Source: an optimization exercise on an open RTL-to-GDS flow (aim: small area and a short achievable clock period). Production flows keep margins and buffers that such runs may drop.
Function was checked by simulation only, so behaviour that the tests miss may differ from the original.

==> wip/tundra: inputs <==
==> flow/design.v (excerpt) <==
module ff_mult32appx(clk, aa, bb, yy1, yy2);
  input clk;
  input [31:0] aa;
  input [31:0] bb;
  output [63:0] yy1, yy2;
  wire [33:0] bx = {1'b0, bb, 1'b0};
  wire [16:0] e1_d, e2_d, en_d;
  genvar j;
  generate for (j = 0; j < 16; j = j + 1) begin : g_enc
    wire hi = bx[2*j+2], mi = bx[2*j+1], lo = bx[2*j];
    assign e1_d[j] = mi ^ lo;
    assign e2_d[j] = (hi & ~mi & ~lo) | (~hi & mi & lo);
    assign en_d[j] = hi;
  end endgenerate
  assign e1_d[16] = bb[31];
  assign e2_d[16] = 1'b0;
  assign en_d[16] = 1'b0;
  wire [208:0] cs_d;
  mult32_low u_low (.aa(aa), .bb(bb), .e1_d(e1_d[11:0]), .e2_d(e2_d[11:0]), .en_d(en_d), .cs(cs_d));
  reg [31:0] a1;
  reg [16:12] e1, e2, en;
  reg [208:0] cs;
  reg za, zb, b1one;
  always @(posedge clk) begin
    a1 <= aa;
    e1 <= e1_d[16:12];
    e2 <= e2_d[16:12];
    en <= en_d[16:12];
    cs <= cs_d;
    za <= ~|aa;
    zb <= ~|bb;
    b1one <= (bb == 32'd1);
  end
  wire [23:0] ylo_d;
  wire cl_d;
  wire [39:0] s0_d;
  wire [39:0] pp_d;
  wire [5:0] bg_d;
  wire [5:0] bp_d;
  mult32_tree u_tree (.a1(a1), .e1(e1), .e2(e2), .en(en), .cs(cs), .ylo(ylo_d), .cl(cl_d), .s0(s0_d), .pp(pp_d), .bg(bg_d), .bp(bp_d));
  wire [63:0] y1_d;
  signed_Mult32_3_Y21_final_4 u_appx (.a(a1), .zero(za | zb), .one(b1one), .y(y1_d));
  reg  [23:0] ylo;
  reg  cl;
  reg  [39:0] s0;
  reg  [39:0] pp;
  reg  [5:0] bg;
  reg  [5:0] bp;
  reg [63:0] yy1;
  always @(posedge clk) begin
    ylo <= ylo_d;
    cl <= cl_d;
    s0 <= s0_d;
    pp <= pp_d;
    bg <= bg_d;
    bp <= bp_d;
    yy1 <= y1_d;
  end
  mult32exact u_add (.ylo(ylo), .cl(cl), .s0(s0), .pp(pp), .bg(bg), .bp(bp), .y(yy2));
endmodule
==> module ff_mult32appx, before the edit <==
module ff_mult32appx(clk, aa, bb, yy1, yy2);
  input clk;
  input [31:0] aa;
  input [31:0] bb;
  output [63:0] yy1, yy2;
  wire [33:0] bx = {1'b0, bb, 1'b0};
  wire [16:0] e1_d, e2_d, en_d;
  genvar j;
  generate for (j = 0; j < 16; j = j + 1) begin : g_enc
    wire hi = bx[2*j+2], mi = bx[2*j+1], lo = bx[2*j];
    assign e1_d[j] = mi ^ lo;
    assign e2_d[j] = (hi & ~mi & ~lo) | (~hi & mi & lo);
    assign en_d[j] = hi;
  end endgenerate
  assign e1_d[16] = bb[31];
  assign e2_d[16] = 1'b0;
  assign en_d[16] = 1'b0;
  wire [208:0] cs_d;
  mult32_low u_low (.aa(aa), .bb(bb), .e1_d(e1_d[11:0]), .e2_d(e2_d[11:0]), .en_d(en_d), .cs(cs_d));
  reg [31:0] a1;
  reg [16:12] e1, e2, en;
  reg [208:0] cs;
  reg za, zb, b1one;
  always @(posedge clk) begin
    a1 <= aa;
    e1 <= e1_d[16:12];
    e2 <= e2_d[16:12];
    en <= en_d[16:12];
    cs <= cs_d;
    za <= ~|aa;
    zb <= ~|bb;
    b1one <= (bb == 32'd1);
  end
  wire [23:0] ylo_d;
  wire cl_d;
  wire [39:0] s0_d;
  wire [39:0] pp_d;
  wire [5:0] bg_d;
  wire [5:0] bp_d;
  mult32_tree u_tree (.a1(a1), .e1(e1), .e2(e2), .en(en), .cs(cs), .ylo(ylo_d), .cl(cl_d), .s0(s0_d), .pp(pp_d), .bg(bg_d), .bp(bp_d));
  wire [63:0] y1_d;
  signed_Mult32_3_Y21_final_4 u_appx (.a(a1), .zero(za | zb), .one(b1one), .y(y1_d));
  reg  [23:0] ylo;
  reg  cl;
  reg  [39:0] s0;
  reg  [39:0] pp;
  reg  [5:0] bg;
  reg  [5:0] bp;
  reg [63:0] yy1;
  always @(posedge clk) begin
    ylo <= ylo_d;
    cl <= cl_d;
    s0 <= s0_d;
    pp <= pp_d;
    bg <= bg_d;
    bp <= bp_d;
    yy1 <= y1_d;
  end
  mult32exact u_add (.ylo(ylo), .cl(cl), .s0(s0), .pp(pp), .bg(bg), .bp(bp), .y(yy2));
endmodule
Settings: LEC_CHECK=0, CAP_MARGIN=20, CORE_MARGIN=2, CORE_UTILIZATION=40, SETUP_SLACK_MARGIN=4.4, SLEW_MARGIN=20, TNS_END_PERCENT=5; clock period 8.0 ns.
run.sh (not shown) runs the stock make flow with config.mk's settings and CLKGATE_MAP_FILE= SYNTH_SCRIPT=/design/flow/synth_recipe.tcl, a recipe that flattens the netlist after the stock synthesis.
==> wip/pepper (differences from wip/tundra) <==
--- a/flow/design.v
+++ b/flow/design.v
@@ -1953,8 +1953,9 @@
   genvar j;
   generate for (j = 0; j < 16; j = j + 1) begin : g_enc
     wire hi = bx[2*j+2], mi = bx[2*j+1], lo = bx[2*j];
-    assign e1_d[j] = mi ^ lo;
-    assign e2_d[j] = (hi & ~mi & ~lo) | (~hi & mi & lo);
+    wire one = mi ^ lo, both = mi & lo;
+    assign e1_d[j] = one;
+    assign e2_d[j] = hi ? ~(one | both) : both;
     assign en_d[j] = hi;
   end endgenerate
   assign e1_d[16] = bb[31];
SETUP_SLACK_MARGIN = 4.0   (was 4.4)
TNS_END_PERCENT = 10   (was 5)
==> impl_results.md <==
* Clock-cell share at 3.03%
* Avg WL per Cell at 25.1 microns
* Status: no timing/DRC/antenna violations
* Critical path's most frequent cell: fa_2
* Initial antenna violation count at 6
* Synth cell count leaders: 497 x a21oi_1, 492 x nand2_1, 474 x fa_1
* Fraction of layout cells with a size suffix above 1 at 14.3%
* Die X at 327 microns
* Max incr delay on CP at 540 ps
* Tcrit/Tclk final at 52.4%
* Data buffer area share at 12.9%
* Count of non-CTS inverters in the layout at 476
* Dpl cells at 6,175
the above is filed under wip/tundra

==> impl_results.md <==
* Data buffer area share at 8.38%
* Status: no timing/DRC/antenna violations
* Synth cell count leaders: 503 x xnor2_1, 476 x inv_1, 474 x fa_1
* Initial antenna violation count at 5
* Tcrit/Tclk final at 52.4%
* Critical path's most frequent cell: fa_1
the above is filed under wip/pepper


---

==> run a: inputs <==
ff_mult32appx with an RTL version that a note above also has.
==> module ff_mult32appx, before the edit <==
module ff_mult32appx(clk, aa, bb, yy1, yy2);
  input clk;
  input [31:0] aa;
  input [31:0] bb;
  output [63:0] yy1, yy2;
  wire [33:0] bx = {1'b0, bb, 1'b0};
  wire [16:0] e1_d, e2_d, en_d;
  genvar j;
  generate for (j = 0; j < 16; j = j + 1) begin : g_enc
    wire hi = bx[2*j+2], mi = bx[2*j+1], lo = bx[2*j];
    wire one = mi ^ lo, both = mi & lo;
    assign e1_d[j] = one;
    assign e2_d[j] = hi ? ~(one | both) : both;
    assign en_d[j] = hi;
  end endgenerate
  assign e1_d[16] = bb[31];
  assign e2_d[16] = 1'b0;
  assign en_d[16] = 1'b0;
  wire [208:0] cs_d;
  mult32_low u_low (.aa(aa), .bb(bb), .e1_d(e1_d[11:0]), .e2_d(e2_d[11:0]), .en_d(en_d), .cs(cs_d));
  reg [31:0] a1;
  reg [16:12] e1, e2, en;
  reg [208:0] cs;
  reg za, zb, b1one;
  always @(posedge clk) begin
    a1 <= aa;
    e1 <= e1_d[16:12];
    e2 <= e2_d[16:12];
    en <= en_d[16:12];
    cs <= cs_d;
    za <= ~|aa;
    zb <= ~|bb;
    b1one <= (bb == 32'd1);
  end
  wire [23:0] ylo_d;
  wire cl_d;
  wire [39:0] s0_d;
  wire [39:0] pp_d;
  wire [5:0] bg_d;
  wire [5:0] bp_d;
  mult32_tree u_tree (.a1(a1), .e1(e1), .e2(e2), .en(en), .cs(cs), .ylo(ylo_d), .cl(cl_d), .s0(s0_d), .pp(pp_d), .bg(bg_d), .bp(bp_d));
  wire [63:0] y1_d;
  signed_Mult32_3_Y21_final_4 u_appx (.a(a1), .zero(za | zb), .one(b1one), .y(y1_d));
  reg  [23:0] ylo;
  reg  cl;
  reg  [39:0] s0;
  reg  [39:0] pp;
  reg  [5:0] bg;
  reg  [5:0] bp;
  reg [63:0] yy1;
  always @(posedge clk) begin
    ylo <= ylo_d;
    cl <= cl_d;
    s0 <= s0_d;
    pp <= pp_d;
    bg <= bg_d;
    bp <= bp_d;
    yy1 <= y1_d;
  end
  mult32exact u_add (.ylo(ylo), .cl(cl), .s0(s0), .pp(pp), .bg(bg), .bp(bp), .y(yy2));
endmodule
clock: 8.0 ns
lec_check: 0
cap_margin: 20
core_margin: 2
core_utilization: 40
setup_slack_margin: 4.0
slew_margin: 20
tns_end_percent: 20
standard.sh (not shown) runs the stock make flow with config.mk's settings and CLKGATE_MAP_FILE= SYNTH_SCRIPT=/design/flow/synth_recipe.tcl, a recipe that flattens the netlist after the stock synthesis.
==> flow/flow/run.sh <==
#!/bin/bash
# The standard layout (the standard.sh, unchanged synthesis and steps),
# with one change: the buffer on every input and output port is a
# sky130_fd_sc_hd__buf_4 instead of the buffer OpenROAD picks by default,
# which on this platform is a slow delay buffer (clkdlybuf4s50_1).
# All of standard.sh's output goes to standard.log here; ORFS keeps each
# step's full log under orfs/logs/.
set -euo pipefail
export BUFFER_PORTS_ARGS="-buffer_cell sky130_fd_sc_hd__buf_4"
bash standard.sh > standard.log 2>&1
==> inputs of run b, as changes to run a <==
--- a/flow/design.v
+++ b/flow/design.v
@@ -1953,9 +1953,8 @@
   genvar j;
   generate for (j = 0; j < 16; j = j + 1) begin : g_enc
     wire hi = bx[2*j+2], mi = bx[2*j+1], lo = bx[2*j];
-    wire one = mi ^ lo, both = mi & lo;
-    assign e1_d[j] = one;
-    assign e2_d[j] = hi ? ~(one | both) : both;
+    assign e1_d[j] = mi ^ lo;
+    assign e2_d[j] = (hi & ~mi & ~lo) | (~hi & mi & lo);
     assign en_d[j] = hi;
   end endgenerate
   assign e1_d[16] = bb[31];
==> flow/run.sh (new file) <==
#!/bin/bash
# synth_recipe.tcl (not shown) runs the flow's synth.tcl, then flattens the netlist and writes it again
# the make line also repeats each setting of config.mk as NAME=value (left out here)
make -C /OpenROAD-flow-scripts/flow DESIGN_CONFIG=/design/flow/config.mk WORK_HOME=/design/flow/orfs CLKGATE_MAP_FILE= SYNTH_SCRIPT=/design/flow/synth_recipe.tcl finish
Settings changed: TNS_END_PERCENT 20 to 10.
removed: flow/flow/run.sh
removed: flow/standard.sh
==> inputs of run c, as changes to run a <==
--- a/flow/design.v
+++ b/flow/design.v
@@ -1953,9 +1953,8 @@
   genvar j;
   generate for (j = 0; j < 16; j = j + 1) begin : g_enc
     wire hi = bx[2*j+2], mi = bx[2*j+1], lo = bx[2*j];
-    wire one = mi ^ lo, both = mi & lo;
-    assign e1_d[j] = one;
-    assign e2_d[j] = hi ? ~(one | both) : both;
+    assign e1_d[j] = mi ^ lo;
+    assign e2_d[j] = (hi & ~mi & ~lo) | (~hi & mi & lo);
     assign en_d[j] = hi;
   end endgenerate
   assign e1_d[16] = bb[31];
==> flow/run.sh (new file) <==
#!/bin/bash
# synth_recipe.tcl (not shown) runs the flow's synth.tcl, then flattens the netlist and writes it again
# the make line also repeats each setting of config.mk as NAME=value (left out here)
make -C /OpenROAD-flow-scripts/flow DESIGN_CONFIG=/design/flow/config.mk WORK_HOME=/design/flow/orfs CLKGATE_MAP_FILE= SYNTH_SCRIPT=/design/flow/synth_recipe.tcl finish
Settings changed: TNS_END_PERCENT 20 to 25.
removed: flow/flow/run.sh
removed: flow/standard.sh
==> comparison table <==
| metric | run c | run b | run a |
|---|---|---|---|
| Status | complete, no violations | complete, no violations | complete, no violations |
| Placement-stage cell area | 43400 µm² | 43400 µm² | 36100 µm² |
| Number of ordinary inverters in the final layout | 476 | 476 | 486 |
| XOR/XNOR Fraction of Synth Area | 0.0570 | 0.0570 | 0.154 |
| Buffering stage count on the worst path with inverters included | 2 | 3 | 2 |
| Number of rows in the core area | 118 | 118 | 106 |
| Worst Path Arrival | 4520 ps | 4690 ps | 4750 ps |
| Layout cells sized above 1 | 0.123 | 0.115 | 0.195 |
| Number of cells in the finished layout apart from fillers | 6364 | 6347 | 4552 |
| Highest-delay cell along the critical path | sky130_fd_sc_hd__o21ai_0 | sky130_fd_sc_hd__fa_1 | sky130_fd_sc_hd__fa_1 |
| Final Instance Area | 47800 µm² | 47100 µm² | 40100 µm² |
| Clock-pin transition on the worst setup and hold timing paths | 60 ps | 70 ps | 60 ps |

## what the ideal ports hide
The results above use ideal ports. As a check the final layouts listed here were re-extracted and re-timed, cells and wires unchanged. Step 1, drivers: a clkbuf_16 drives clk and a buf_2 each remaining input, both assumed. Step 2 times the ports against the registers' clock, not the clock port: input delays grow and output delays shrink by t, the midpoint of the rising clock arrivals with the driver on. Three values: ideal ports, drivers, drivers and shift; two values: the first two.
run	shift t [ns]	setup WS [ns]	pins driven straight from the clock port
wip/tundra	0.689	3.811 / 3.811 / 3.171	1
wip/pepper	0.669	3.807 / 3.834 / 3.179	1
run a	0.687	3.813 / 3.813 / 3.176	1
run b	0.679	3.816 / 3.827 / 3.155	1
run c	0.691	3.860 / 3.811 / 3.213	1
After both steps setup and hold are still met in every run listed. The setup slack of run b, which loses most, moves by +0.011 ns with the drivers and by -0.661 ns with both steps.
